What follows belongs to an exercise in optimizing a design on an open flow for small area and few clock cycles; a production flow would make more cautious choices. Function was checked by simulation only, so behaviour that the tests miss may differ from the original. Power is estimated from default activity; no workload was simulated.

==> flow/design.v <==
module ftdi_sync
(
     input           clk_i
    ,input           rst_i
    ,input           ftdi_rxf_i
    ,input           ftdi_txe_i
    ,input  [  7:0]  ftdi_data_in_i
    ,input           inport_valid_i
    ,input  [  7:0]  inport_data_i
    ,input           outport_accept_i
    ,output          ftdi_siwua_o
    ,output          ftdi_wrn_o
    ,output          ftdi_rdn_o
    ,output          ftdi_oen_o
    ,output [  7:0]  ftdi_data_out_o
    ,output          inport_accept_o
    ,output          outport_valid_o
    ,output [  7:0]  outport_data_o
);
wire [7:0] tx_data_w;
wire       tx_valid_w;
wire       tx_accept_w;
wire [6:0] tx_level_w;
ftdi_fifo
#(
    .WIDTH(8),
    .DEPTH(64),
    .ADDR_W(6),
    .COUNT_W(7)
)
u_fifo_out
(
    .clk_i(clk_i),
    .rst_i(rst_i),
    .push_i(inport_valid_i),
    .data_in_i(inport_data_i),
    .accept_o(inport_accept_o),
    .valid_o(tx_valid_w),
    .data_out_o(tx_data_w),
    .pop_i(tx_accept_w),
    .level_o(tx_level_w)
);
wire tx_empty_next_w = (tx_level_w <= 7'd1);
wire [7:0] rx_data_w  = ftdi_data_in_i;
wire       rx_valid_w = !ftdi_rdn_o && !ftdi_rxf_i;
wire       rx_accept_w;
wire [6:0] rx_level_w;
ftdi_fifo
#(
    .WIDTH(8),
    .DEPTH(64),
    .ADDR_W(6),
    .COUNT_W(7)
)
u_fifo_in
(
    .clk_i(clk_i),
    .rst_i(rst_i),
    .push_i(rx_valid_w),
    .data_in_i(rx_data_w),
    .accept_o(rx_accept_w),
    .valid_o(outport_valid_o),
    .data_out_o(outport_data_o),
    .pop_i(outport_accept_i),
    .level_o(rx_level_w)
);
wire rx_full_next_w = (rx_level_w >= 7'd63);
localparam STATE_W           = 2;
localparam STATE_IDLE        = 2'd0;
localparam STATE_TX          = 2'd1;
localparam STATE_RX          = 2'd2;
reg [STATE_W-1:0] state_q;
wire rx_space_w = rx_accept_w;
wire rx_ready_w = !ftdi_rxf_i;
wire tx_space_w = !ftdi_txe_i;
reg  tx_valid_q;
assign tx_accept_w = !tx_valid_q || (state_q == STATE_TX && tx_space_w);
always @ (posedge clk_i or posedge rst_i)
if (rst_i)
    tx_valid_q   <= 1'b0;
else if (tx_accept_w)
    tx_valid_q   <= tx_valid_w;
reg [STATE_W-1:0] next_state_r;
always @ *
begin
    next_state_r = state_q;
    case (state_q)
    STATE_IDLE :
    begin
        if (rx_ready_w && rx_space_w)
            next_state_r    = STATE_RX;
        else if (tx_space_w && (tx_valid_w || tx_valid_q))
            next_state_r    = STATE_TX;
    end
    STATE_RX :
    begin
        if (!rx_ready_w || rx_full_next_w)
            next_state_r  = STATE_IDLE;
    end
    STATE_TX :
    begin
        if (!tx_space_w || tx_empty_next_w)
            next_state_r  = STATE_IDLE;
    end    
    default:
        ;
   endcase
end
always @ (posedge clk_i or posedge rst_i)
if (rst_i)
    state_q   <= STATE_IDLE;
else
    state_q   <= next_state_r;
reg       rdn_q;
reg       wrn_q;
reg       oen_q;
reg [7:0] data_q;
always @ (posedge clk_i or posedge rst_i)
if (rst_i)
    oen_q   <= 1'b1;
else if (state_q == STATE_IDLE && next_state_r == STATE_RX)
    oen_q   <= 1'b0;
else if (state_q == STATE_RX && next_state_r == STATE_IDLE)
    oen_q   <= 1'b1;
always @ (posedge clk_i or posedge rst_i)
if (rst_i)
    rdn_q   <= 1'b1;
else if (state_q == STATE_IDLE && next_state_r == STATE_RX)
    rdn_q   <= 1'b0;
else if (state_q == STATE_RX && next_state_r == STATE_IDLE)
    rdn_q   <= 1'b1;
always @ (posedge clk_i or posedge rst_i)
if (rst_i)
    wrn_q   <= 1'b1;
else if (state_q == STATE_IDLE && next_state_r == STATE_TX)
    wrn_q   <= 1'b0;
else if (state_q == STATE_TX && next_state_r == STATE_IDLE)
    wrn_q   <= 1'b1;
always @ (posedge clk_i or posedge rst_i)
if (rst_i)
    data_q  <= 8'b0;
else if (tx_accept_w)
    data_q  <= tx_data_w;
assign ftdi_wrn_o      = wrn_q;
assign ftdi_rdn_o      = rdn_q;
assign ftdi_oen_o      = oen_q;
assign ftdi_data_out_o = data_q;
assign ftdi_siwua_o    = 1'b1;  
endmodule
module ftdi_fifo
#(
    parameter WIDTH   = 8,
    parameter DEPTH   = 4,
    parameter ADDR_W  = 2,
    parameter COUNT_W = 3
)
(
     input                clk_i
    ,input                rst_i
    ,input  [WIDTH-1:0]   data_in_i
    ,input                push_i
    ,input                pop_i
    ,output [WIDTH-1:0]   data_out_o
    ,output               accept_o
    ,output               valid_o
    ,output [COUNT_W-1:0] level_o
);
reg [WIDTH-1:0]   ram_q[DEPTH-1:0];
reg [ADDR_W-1:0]  rd_ptr_q;
reg [ADDR_W-1:0]  wr_ptr_q;
reg [COUNT_W-1:0] count_q;
always @ (posedge clk_i or posedge rst_i)
if (rst_i)
begin
    count_q   <= {(COUNT_W) {1'b0}};
    rd_ptr_q  <= {(ADDR_W) {1'b0}};
    wr_ptr_q  <= {(ADDR_W) {1'b0}};
end
else
begin
    if (push_i & accept_o)
    begin
        ram_q[wr_ptr_q] <= data_in_i;
        wr_ptr_q        <= wr_ptr_q + 1;
    end
    if (pop_i & valid_o)
        rd_ptr_q      <= rd_ptr_q + 1;
    if ((push_i & accept_o) & ~(pop_i & valid_o))
        count_q <= count_q + 1;
    else if (~(push_i & accept_o) & (pop_i & valid_o))
        count_q <= count_q - 1;
end
/*verilator lint_off WIDTH*/
assign valid_o       = (count_q != 0);
assign accept_o      = (count_q != DEPTH);
/*verilator lint_on WIDTH*/
assign data_out_o    = ram_q[rd_ptr_q];
assign level_o       = count_q;
endmodule
module ftdi_bridge
#(
     parameter MODE             = "SYNC"
    ,parameter CLK_DIV          = 2
    ,parameter GP_OUTPUTS       = 32
    ,parameter GP_INPUTS        = 32
    ,parameter GPIO_ADDRESS     = 32'hf0000000
    ,parameter GP_IN_EVENT_MASK = 0
    ,parameter AXI_ID           = 0
)
(
     input           clk_i
    ,input           rst_i
    ,input           ftdi_rxf_i
    ,input           ftdi_txe_i
    ,input  [  7:0]  ftdi_data_in_i
    ,input           mem_awready_i
    ,input           mem_wready_i
    ,input           mem_bvalid_i
    ,input  [  1:0]  mem_bresp_i
    ,input  [  3:0]  mem_bid_i
    ,input           mem_arready_i
    ,input           mem_rvalid_i
    ,input  [ 31:0]  mem_rdata_i
    ,input  [  1:0]  mem_rresp_i
    ,input  [  3:0]  mem_rid_i
    ,input           mem_rlast_i
    ,input  [ 31:0]  gp_inputs_i
    ,output          ftdi_siwua_o
    ,output          ftdi_wrn_o
    ,output          ftdi_rdn_o
    ,output          ftdi_oen_o
    ,output [  7:0]  ftdi_data_out_o
    ,output          mem_awvalid_o
    ,output [ 31:0]  mem_awaddr_o
    ,output [  3:0]  mem_awid_o
    ,output [  7:0]  mem_awlen_o
    ,output [  1:0]  mem_awburst_o
    ,output          mem_wvalid_o
    ,output [ 31:0]  mem_wdata_o
    ,output [  3:0]  mem_wstrb_o
    ,output          mem_wlast_o
    ,output          mem_bready_o
    ,output          mem_arvalid_o
    ,output [ 31:0]  mem_araddr_o
    ,output [  3:0]  mem_arid_o
    ,output [  7:0]  mem_arlen_o
    ,output [  1:0]  mem_arburst_o
    ,output          mem_rready_o
    ,output [ 31:0]  gp_outputs_o
);
localparam CMD_NOP          = 4'd0;
localparam CMD_WR           = 4'd1;
localparam CMD_RD           = 4'd2;
localparam CMD_GP_WR        = 4'd3;
localparam CMD_GP_RD        = 4'd4;
localparam CMD_GP_RD_CLR    = 4'd5;
localparam CMD_STREAM_ON    = 4'd6;
localparam CMD_STREAM_OFF   = 4'd7;
localparam LEN_W            = 12;
localparam DATA_W           = 8;
localparam STATE_W          = 4;
localparam STATE_IDLE       = 4'd0;
localparam STATE_CMD        = 4'd1;
localparam STATE_LEN        = 4'd2;
localparam STATE_ADDR0      = 4'd3;
localparam STATE_ADDR1      = 4'd4;
localparam STATE_ADDR2      = 4'd5;
localparam STATE_ADDR3      = 4'd6;
localparam STATE_WRITE      = 4'd7;
localparam STATE_READ       = 4'd8;
localparam STATE_DATA0      = 4'd9;
localparam STATE_DATA1      = 4'd10;
localparam STATE_DATA2      = 4'd11;
localparam STATE_DATA3      = 4'd12;
localparam STATE_GP_WR      = 4'd13;
localparam STATE_GP_RD      = 4'd14;
wire [DATA_W-1:0]   data_tx_w;
wire [DATA_W-1:0]   data_rx_w;
wire                wr_w;
wire                rd_w;
wire                wr_accept_w;
wire                rx_ready_w;
wire                read_skip_w;
reg [STATE_W-1:0]   state_q;
reg [LEN_W-1:0]     len_q;
reg [31:0]          mem_addr_q;
reg                 mem_cyc_q;
reg                 mem_wr_q;
reg [1:0]           data_idx_q;
reg [31:0]          data_q;
reg [GP_OUTPUTS-1:0] gp_out_q;
reg [GP_INPUTS-1:0]  gp_in_q;
wire magic_addr_w = (mem_addr_q == 32'd4026531840);
wire wr_byte_w = (state_q == STATE_WRITE) && rx_ready_w && !mem_cyc_q && (len_q != {LEN_W{1'b0}});
reg [STATE_W-1:0] next_state_r;
always @ *
begin
    next_state_r = state_q;
    case (state_q)
    STATE_IDLE :
    begin
        if (rx_ready_w)
            next_state_r    = STATE_CMD;
    end
    STATE_CMD :
    begin
        if (data_rx_w[3:0] == CMD_NOP)
            next_state_r  = STATE_IDLE;
        else if (data_rx_w[3:0] == CMD_WR || data_rx_w[3:0] == CMD_RD)
            next_state_r  = STATE_LEN;
        else if (data_rx_w[3:0] == CMD_GP_WR)
            next_state_r  = STATE_GP_WR;
        else if (data_rx_w[3:0] == CMD_GP_RD)
            next_state_r  = STATE_GP_RD;
        else
            next_state_r  = STATE_IDLE;
    end
    STATE_LEN :
    begin
        if (rx_ready_w)
            next_state_r  = STATE_ADDR0;
    end
    STATE_ADDR0 : if (rx_ready_w) next_state_r  = STATE_ADDR1;
    STATE_ADDR1 : if (rx_ready_w) next_state_r  = STATE_ADDR2;
    STATE_ADDR2 : if (rx_ready_w) next_state_r  = STATE_ADDR3;
    STATE_ADDR3 :
    begin
        if (rx_ready_w && mem_wr_q) 
            next_state_r  = STATE_WRITE;
        else if (rx_ready_w) 
            next_state_r  = STATE_READ;            
    end
    STATE_WRITE :
    begin
        if (len_q == {LEN_W{1'b0}} && (mem_bvalid_i || magic_addr_w))
            next_state_r  = STATE_IDLE;
        else
            next_state_r  = STATE_WRITE;
    end
    STATE_READ :
    begin
        if (mem_rvalid_i || magic_addr_w)
            next_state_r  = STATE_DATA0;
    end
    STATE_DATA0 :
    begin
        if (read_skip_w)
            next_state_r  = STATE_DATA1;
        else if (wr_accept_w && (len_q == {LEN_W{1'b0}}))
            next_state_r  = STATE_IDLE;
        else if (wr_accept_w)
            next_state_r  = STATE_DATA1;
    end
    STATE_DATA1 :
    begin
        if (read_skip_w)
            next_state_r  = STATE_DATA2;
        else if (wr_accept_w && (len_q == {LEN_W{1'b0}}))
            next_state_r  = STATE_IDLE;
        else if (wr_accept_w)
            next_state_r  = STATE_DATA2;
    end
    STATE_DATA2 :
    begin
        if (read_skip_w)
            next_state_r  = STATE_DATA3;
        else if (wr_accept_w && (len_q == {LEN_W{1'b0}}))
            next_state_r  = STATE_IDLE;
        else if (wr_accept_w)
            next_state_r  = STATE_DATA3;
    end
    STATE_DATA3 :
    begin
        if (wr_accept_w && (len_q != {LEN_W{1'b0}}))
            next_state_r  = STATE_READ;
        else if (wr_accept_w)
            next_state_r  = STATE_IDLE;
    end
    STATE_GP_WR :
    begin
        if (rx_ready_w)
            next_state_r  = STATE_IDLE;
    end
    STATE_GP_RD :
    begin
        if (wr_accept_w)
            next_state_r  = STATE_IDLE;
    end
    default:
        ;
   endcase
end
always @ (posedge clk_i or posedge rst_i)
if (rst_i)
    state_q   <= STATE_IDLE;
else
    state_q   <= next_state_r;
assign wr_w = (((state_q == STATE_DATA0) |
               (state_q == STATE_DATA1) |
               (state_q == STATE_DATA2) |
               (state_q == STATE_DATA3)) && !read_skip_w) |
              (state_q == STATE_GP_RD);
assign rd_w = (state_q == STATE_CMD) |
              (state_q == STATE_LEN) |
              (state_q == STATE_ADDR0) |
              (state_q == STATE_ADDR1) |
              (state_q == STATE_ADDR2) |
              (state_q == STATE_ADDR3) |
              (state_q == STATE_WRITE && !mem_cyc_q && len_q != {LEN_W{1'b0}}) |
              (state_q == STATE_GP_WR);
always @ (posedge clk_i or posedge rst_i)
if (rst_i)
    len_q       <= {LEN_W{1'b0}};
else if (state_q == STATE_CMD && rx_ready_w)
    len_q[11:8] <= data_rx_w[7:4];
else if (state_q == STATE_LEN && rx_ready_w)
    len_q[7:0]  <= data_rx_w[7:0];
else if (wr_byte_w)
    len_q       <= len_q - {{(LEN_W-1){1'b0}}, 1'b1};
else if (state_q == STATE_READ && ((mem_cyc_q && mem_rvalid_i) || magic_addr_w))
    len_q       <= len_q - {{(LEN_W-1){1'b0}}, 1'b1};
else if (((state_q == STATE_DATA0) || (state_q == STATE_DATA1) || (state_q == STATE_DATA2)) && wr_accept_w && !read_skip_w)
    len_q       <= len_q - {{(LEN_W-1){1'b0}}, 1'b1};
always @ (posedge clk_i or posedge rst_i)
if (rst_i)
    mem_addr_q        <= 'd0;
else if (state_q == STATE_ADDR0 && rx_ready_w)
    mem_addr_q[31:24] <= data_rx_w;
else if (state_q == STATE_ADDR1 && rx_ready_w)
    mem_addr_q[23:16] <= data_rx_w;
else if (state_q == STATE_ADDR2 && rx_ready_w)
    mem_addr_q[15:8]  <= data_rx_w;
else if (state_q == STATE_ADDR3 && rx_ready_w)
    mem_addr_q[7:0]   <= data_rx_w;
else if (state_q == STATE_WRITE && (mem_cyc_q && mem_bvalid_i))
    mem_addr_q        <= {mem_addr_q[31:2], 2'b0} + 'd4;
else if (state_q == STATE_READ && (mem_cyc_q && mem_rvalid_i))
    mem_addr_q        <= {mem_addr_q[31:2], 2'b0} + 'd4;
always @ (posedge clk_i or posedge rst_i)
if (rst_i)
    data_idx_q <= 2'b0;
else if (state_q == STATE_ADDR3)
    data_idx_q <= data_rx_w[1:0];
else if (wr_byte_w)
    data_idx_q <= data_idx_q + 2'd1;
else if (((state_q == STATE_DATA0) || (state_q == STATE_DATA1) || (state_q == STATE_DATA2)) && (data_idx_q != 2'b0))
    data_idx_q <= data_idx_q - 2'd1;
assign read_skip_w = (data_idx_q != 2'b0);
always @ (posedge clk_i or posedge rst_i)
if (rst_i)
    data_q <= 32'b0;
else if (state_q == STATE_IDLE)
    data_q <= {{(32-GP_INPUTS){1'b0}}, gp_in_q};
else if (wr_byte_w)
begin
    case (data_idx_q)
        2'd0: data_q[7:0]   <= data_rx_w;
        2'd1: data_q[15:8]  <= data_rx_w;
        2'd2: data_q[23:16] <= data_rx_w;
        2'd3: data_q[31:24] <= data_rx_w;
    endcase
end
else if (state_q == STATE_READ && mem_rvalid_i)
    data_q <= mem_rdata_i;
else if (((state_q == STATE_DATA0) || (state_q == STATE_DATA1) || (state_q == STATE_DATA2)) && (wr_accept_w || read_skip_w))
    data_q <= {8'b0, data_q[31:8]};
assign data_tx_w  = data_q[7:0];
assign mem_wdata_o = data_q;
reg mem_awvalid_q;
reg mem_awvalid_r;
reg mem_wvalid_q;
reg mem_wvalid_r;
always @ *
begin
    mem_awvalid_r = 1'b0;
    mem_wvalid_r  = 1'b0;
    if (mem_awvalid_o && !mem_awready_i)
        mem_awvalid_r = mem_awvalid_q;
    else if (mem_awvalid_o)
        mem_awvalid_r = 1'b0;
    else if (wr_byte_w && (data_idx_q == 2'd3 || len_q == 1))
        mem_awvalid_r = !magic_addr_w;
    if (mem_wvalid_o && !mem_wready_i)
        mem_wvalid_r = mem_wvalid_q;
    else if (mem_wvalid_o)
        mem_wvalid_r = 1'b0;
    else if (wr_byte_w && (data_idx_q == 2'd3 || len_q == 1))
        mem_wvalid_r = !magic_addr_w;
end
always @ (posedge clk_i or posedge rst_i)
if (rst_i)
begin
    mem_awvalid_q <= 1'b0;
    mem_wvalid_q  <= 1'b0;
end
else
begin
    mem_awvalid_q <= mem_awvalid_r;
    mem_wvalid_q  <= mem_wvalid_r;
end
assign mem_awvalid_o = mem_awvalid_q;
assign mem_wvalid_o  = mem_wvalid_q;
assign mem_awaddr_o  = {mem_addr_q[31:2], 2'b0};
assign mem_awid_o    = AXI_ID;
assign mem_awlen_o   = 8'b0;
assign mem_awburst_o = 2'b01;
assign mem_wlast_o   = 1'b1;
assign mem_bready_o = 1'b1;
reg mem_arvalid_q;
reg mem_arvalid_r;
always @ *
begin
    mem_arvalid_r = 1'b0;
    if (mem_arvalid_o && !mem_arready_i)
        mem_arvalid_r = mem_arvalid_q;
    else if (mem_arvalid_o)
        mem_arvalid_r = 1'b0;
    else if (state_q == STATE_READ && !mem_cyc_q)
        mem_arvalid_r = !magic_addr_w;
end
always @ (posedge clk_i or posedge rst_i)
if (rst_i)
    mem_arvalid_q <= 1'b0;
else
    mem_arvalid_q <= mem_arvalid_r;
assign mem_arvalid_o = mem_arvalid_q;
assign mem_araddr_o  = {mem_addr_q[31:2], 2'b0};
assign mem_arid_o    = AXI_ID;
assign mem_arlen_o   = 8'b0;
assign mem_arburst_o = 2'b01;
assign mem_rready_o  = 1'b1;
reg [3:0] mem_sel_q;
reg [3:0] mem_sel_r;
always @ *
begin
    mem_sel_r = 4'b1111;
    case (data_idx_q)
    2'd0: mem_sel_r = 4'b0001;
    2'd1: mem_sel_r = 4'b0011;
    2'd2: mem_sel_r = 4'b0111;
    2'd3: mem_sel_r = 4'b1111;
    endcase
    case (mem_addr_q[1:0])
    2'd0: mem_sel_r = mem_sel_r & 4'b1111;
    2'd1: mem_sel_r = mem_sel_r & 4'b1110;
    2'd2: mem_sel_r = mem_sel_r & 4'b1100;
    2'd3: mem_sel_r = mem_sel_r & 4'b1000;
    endcase
end
always @ (posedge clk_i or posedge rst_i)
if (rst_i)
    mem_sel_q    <= 4'b0;
else if (state_q == STATE_IDLE)
    mem_sel_q   <= 4'b1111;
else if (wr_byte_w && (data_idx_q == 2'd3 || len_q == 1))
    mem_sel_q   <= mem_sel_r;
assign mem_wstrb_o  = mem_sel_q;
always @ (posedge clk_i or posedge rst_i)
if (rst_i)
    mem_wr_q    <= 1'b0;
else if (state_q == STATE_CMD && rx_ready_w)
    mem_wr_q    <= (data_rx_w[3:0] == CMD_WR);
always @ (posedge clk_i or posedge rst_i)
if (rst_i == 1'b1)
    mem_cyc_q <= 1'b0;
else if (mem_arvalid_r || mem_awvalid_r)
    mem_cyc_q <= 1'b1;
else if (mem_bvalid_i || mem_rvalid_i)
    mem_cyc_q <= 1'b0;
reg gpio_wr_q;
always @ (posedge clk_i or posedge rst_i)
if (rst_i)
    gpio_wr_q <= 1'b0;
else if (magic_addr_w && wr_byte_w && (data_idx_q == 2'd3 || len_q == 1))
    gpio_wr_q <= 1'b1;
else
    gpio_wr_q <= 1'b0;
always @ (posedge clk_i or posedge rst_i)
if (rst_i)
    gp_out_q <= {(GP_OUTPUTS){1'b0}};
else if (state_q == STATE_GP_WR && rx_ready_w)
    gp_out_q <= {{(GP_OUTPUTS-8){1'b0}}, data_rx_w};
else if (gpio_wr_q)
    gp_out_q <= data_q[GP_OUTPUTS-1:0];
assign gp_outputs_o = gp_out_q;
reg [GP_INPUTS-1:0]  gp_in_r;
always @ *
begin
    if ((state_q == STATE_GP_RD) && wr_accept_w)
        gp_in_r = gp_inputs_i;
    else
        gp_in_r = (gp_in_q & GP_IN_EVENT_MASK) | gp_inputs_i;
end
always @ (posedge clk_i or posedge rst_i)
if (rst_i)
    gp_in_q <= {(GP_INPUTS){1'b0}};
else
    gp_in_q <= gp_in_r;
generate
if (1)
begin
    ftdi_sync
    u_sync
    (
        .clk_i(clk_i),
        .rst_i(rst_i),
        .ftdi_rxf_i(ftdi_rxf_i),
        .ftdi_txe_i(ftdi_txe_i),
        .ftdi_siwua_o(ftdi_siwua_o),
        .ftdi_wrn_o(ftdi_wrn_o),
        .ftdi_rdn_o(ftdi_rdn_o),
        .ftdi_oen_o(ftdi_oen_o),
        .ftdi_data_out_o(ftdi_data_out_o),
        .ftdi_data_in_i(ftdi_data_in_i),
        .outport_valid_o(rx_ready_w),
        .outport_data_o(data_rx_w),
        .outport_accept_i(rd_w),
        .inport_valid_i(wr_w),
        .inport_data_i(data_tx_w),
        .inport_accept_o(wr_accept_w)
    );
end
endgenerate
endmodule
==> flow/run.sh <==
#!/bin/bash
# synth_recipe.tcl (not shown) runs the flow's synth.tcl, then flattens the netlist and writes it again
# the make line also repeats each setting of config.mk as NAME=value (left out here)
make -C /OpenROAD-flow-scripts/flow DESIGN_CONFIG=/design/flow/config.mk WORK_HOME=/design/flow/orfs CLKGATE_MAP_FILE= SYNTH_SCRIPT=/design/flow/synth_recipe.tcl finish
==> flow/config.mk <==
export PLATFORM = sky130hd
export DESIGN_NAME = ftdi_bridge
export DESIGN_NICKNAME = ftdi_bridge
export VERILOG_FILES = /design/flow/design.v
export SDC_FILE = /design/flow/constraint.sdc
export NUM_CORES = 4
export LEC_CHECK = 0
export CAP_MARGIN = 20
export CORE_MARGIN = 2
export CORE_UTILIZATION = 40
export SLEW_MARGIN = 20
==> flow/constraint.sdc <==
create_clock -name core_clock -period 10.0 [get_ports {clk_i}]
set_input_delay 2.0000 -clock core_clock [delete_from_list [all_inputs] [get_ports {clk_i}]]
set_output_delay 2.0000 -clock core_clock [all_outputs]
set_load 0.01 [all_outputs]
==> results.json <==
{
  "vias_per_cell": 6.16,
  "slew_headroom": 0.162,
  "crit_fanout": 51,
  "setup_viol": 0,
  "wirelength_um": 184000,
  "vias": 35800,
  "synth.area.top_cells": "edfxtp_1, dfrtp_1, nand3_1",
  "place_ws_ps": 4220,
  "gr-usage-met3": 0.0593,
  "core_area_um2": 128000,
  "fin_hold_ws_ps": 484,
  "drt_iter0_markers": 5604,
  "areaGrowthSynthToFinish_pct": 15.5,
  "cts-htree-levels": 3,
  "placed_cells": 5580,
  "dieArea_um2": 132000,
  "yosysMostFrequentCell": "edfxtp_1",
  "setup_tns_ps": 0,
  "path_class": "in -> reg",
  "synthXorXnorAreaFrac": 0.0128,
  "hold_depth": 1,
  "grt_use_met1": 0.375,
  "wire_per_inst_um": 31.7,
  "grt_util_met2": 0.416,
  "r2r_slack_ps": 4950,
  "cp_data_required_time_ps": 10460,
  "finalCritPeriodShare": 0.510,
  "dpl.hpwl_um": 121000,
  "critPathSlowestCell": "nor2_1",
  "hold_path_end": "mem_wvalid_q$_DFFE_PP0N_",
  "syn-instance-count": 3837,
  "vdd_drop_max_mv": 0.260,
  "routabilityCongestion": 1.01,
  "clock_skew_ps": 27.6,
  "r2r.worst_path.cells": 11,
  "ys.flop_type": "edfxtp_1",
  "clk_path_buf_depth": 3,
  "ctsHoldBuffers": 0,
  "post-route-cell-area_um2": 59500,
  "worst_pin_slew_ps": 1250,
  "drv_slew": 0,
  "grt_pass1_wl_um": 257000,
  "fin_nets": 4171,
  "ios": 272,
  "cp_cell_sequence": "clkdlybuf4s50_1, inv_8, buf_4, and3_1, nand2_1, nor2_1, buf_4",
  "drtAntennaViolNets": 0,
  "grt_pass1_vias": 33300,
  "postSynthAreaPerCell_um2": 13.4,
  "fp-row-count": 131,
  "nFillCells": 11200,
  "portBuffers": 222,
  "cts_resized": 0,
  "synth_compound_area_frac": 0.0904,
  "cpPeakStageDelay_ps": 780,
  "synth_edf_count": 1024,
  "cts_root_buf": "clkbuf_16",
  "grt_max_degree": 67,
  "rr_endpoint": "data_q[4]$_DFFE_PP0P_",
  "dpl_cell_area_um2": 55500,
  "max-cap-violations": 0,
  "hold_class": "reg -> reg",
  "start_util": 0.403,
  "track_usage": 0.275,
  "outcome": "finished clean",
  "syn_area_um2": 51500,
  "p_leak_nw": 20.3,
  "multi_input_area_um2": 14000,
  "synthTopCellsByCount": "edfxtp_1, nand3_1, nand2_1, nor2_1, a22oi_1",
  "cts_setup_buffers": 0,
  "seq_area_frac_synth": 0.698,
  "antenna_found_initial": 7,
  "seq_area_um2": 35900,
  "insertion_delay_ps": 770,
  "timing.rr.start": "genblk1.u_sync.u_fifo_in.rd_ptr_q[3]$_DFFE_PP0P_",
  "synth.area.mux_share": 0.0151,
  "cp_data_arrival_time_ps": 5570,
  "first_pass_iters": 8,
  "setup_slack_ps": 4900,
  "drive_above_1_share": 0.107,
  "fp.dieH_um": 363,
  "async_reset_ff_frac": 0.168,
  "top_usage_layer": "met2",
  "ys_ff_latch": 1231,
  "synth_top_area_share": 0.597,
  "cts_tree": "built",
  "fin_cells": 5810,
  "fmaxAchievable_mhz": 196,
  "hp-start": "mem_wvalid_q$_DFFE_PP0N_",
  "finalHoldViolCount": 0,
  "crit_path_start_kind": "input pin",
  "cts_buffers": 120,
  "synth_adder_area_share": 0.00889,
  "period_minus_slack_ps": 5100,
  "yosysTopAreaCell": "edfxtp_1",
  "die_width_um": 363,
  "drc": 0,
  "cts.clk_slew.worst_paths_ps": 60,
  "synth-simple-area-share": 0.139,
  "grt_overflow_total": 0,
  "worstSetupEndpointType": "register",
  "grt_setup_unrepaired": "no",
  "synth_cell_type_count": 95,
  "powerDensity_nw_per_um2": 283,
  "clock-sinks": 1231,
  "yosys_warnings": 4,
  "crit_top_cell": "buf_4",
  "synth_top_family_by_area": "simple AND/OR/NAND/NOR gates"
}
registers in the layout, summed over array words and instances (netlist names), 2 cells and up:
register,cells
data_idx_q,2
data_q,32
genblk1.u_sync.data_q,8
genblk1.u_sync.state_q,2
genblk1.u_sync.u_fifo_in.count_q,7
genblk1.u_sync.u_fifo_in.ram_q,512
genblk1.u_sync.u_fifo_in.rd_ptr_q,6
genblk1.u_sync.u_fifo_in.wr_ptr_q,6
genblk1.u_sync.u_fifo_out.count_q,7
genblk1.u_sync.u_fifo_out.ram_q,512
genblk1.u_sync.u_fifo_out.rd_ptr_q,6
genblk1.u_sync.u_fifo_out.wr_ptr_q,6
gp_in_q,32
gp_out_q,32
len_q,12
mem_addr_q,32
mem_sel_q,4
state_q,4
metal layers:
metal / share of wire / up-vias
met4: 0.056 / 6
li1: - / 15000
met1: 0.39 / 18000
met5: 0.00022 / -
met2: 0.45 / 2338
met3: 0.11 / 413
cell usage in the layout (no fill, tap or decap), types with 20 or more instances in the layout:
cell / n
a31oi_1: 28
clkinv_2: 23
nand2b_1: 30
and2_1: 39
mux2i_1: 70
clkinv_1: 27
and3b_1: 20
ha_1: 35
nand3_1: 369
buf_4: 153
a32oi_1: 57
a21oi_1: 83
inv_1: 33
clkdlybuf4s50_1: 214
dfrtp_1: 192
nor2b_1: 32
o21ai_0: 77
clkbuf_1: 24
nor3_1: 49
nand4_1: 136
and3_1: 46
nand2_1: 278
nor4_1: 42
nor2_2: 34
xnor2_1: 40
clkbuf_16: 120
a22oi_1: 240
xor2_1: 35
edfxtp_1: 1024
conb_1: 36
nor2_1: 234
how the worst max path moves through the flow:
stage	from	to	slack (ps)	cells past startpoint
after floorplan	rst_i	genblk1.u_sync.u_fifo_in.ram_q[21][0]$_DFFE_PP_	1220	4
after global placement	rst_i	genblk1.u_sync.u_fifo_in.ram_q[57][5]$_DFFE_PP_	4140	6
after detailed placement	rst_i	genblk1.u_sync.u_fifo_in.ram_q[36][2]$_DFFE_PP_	4220	6
after CTS	genblk1.u_sync.u_fifo_in.rd_ptr_q[3]$_DFFE_PP0P_	data_q[4]$_DFFE_PP0P_	4970	11
after global routing	genblk1.u_sync.u_fifo_in.rd_ptr_q[3]$_DFFE_PP0P_	data_q[4]$_DFFE_PP0P_	4770	11
final	rst_i	genblk1.u_sync.u_fifo_in.ram_q[38][5]$_DFFE_PP_	4900	7
power by group:
part	switching (mW)	internal, mW
sequential	0.540	6.23
clock	2.04	2.61
combinational	3.69	1.73
total	6.27	10.6
critical path, delay by kind of cell:
| kind | cells | cell delay, ps |
|---|---|---|
| and+or+nand+nor | 3 | 1360 |
| buffers and inverters | 4 | 2030 |
cells by family after synthesis:
logic type,after synthesis
adders and majority gates,36
muxes,77
and+or+nand+nor,1407
buffers and inverters,363
AOI/OAI and AO/OA,646
other,2
DFF,1231
xor gates and xnor gates,75
stage by stage:
step / utilization / total power, mW
after floorplan: - / 9.76
after global placement: 0.434 / 12.1
after detailed placement: 0.435 / 12.2
after CTS: 0.466 / 16.8
after global routing: 0.466 / 17.4
final: 0.466 / 16.8
layout make-up:
| type | instances | area share |
|---|---|---|
| antenna | 2 | 0.0000841 |
| clock buffer | 145 | 0.0522 |
| clock inverter | 82 | 0.0147 |
| inverter | 35 | 0.00233 |
| multi-input combinational | 2277 | 0.235 |
| sequential | 1231 | 0.604 |
| tap | 1662 | 0.0350 |
| timing repair buffer | 376 | 0.0561 |
Testbench counts, summed over its fixed seeds: cycles 37,914.

[port drivers added, routing unchanged]
The results above use ideal ports. As a check the final layout listed here was re-extracted and re-timed, cells and wires unchanged.
Step 1 (the two cells are an assumption about what drives the block):
set clk [get_ports {clk_i}]
set_driving_cell -lib_cell sky130_fd_sc_hd__clkbuf_16 $clk
set_driving_cell -lib_cell sky130_fd_sc_hd__buf_2 [delete_from_list [all_inputs] $clk]
Step 2 also shifts input and output timing later by t, the mid clock arrival at the registers, as if the neighbouring blocks saw the same clock.
Slacks: ideal / step 1 / step 2; pairs: ideal / step 1.
shift t [ns]: 0.829
setup slack, ns: 4.898 / 4.932 / 4.103
hold WS [ns]: 0.484 / 0.484 / 0.484
After both steps setup and hold are still met in this run. The setup slack of this run moves by +0.034 ns with the drivers and by -0.795 ns with both steps.
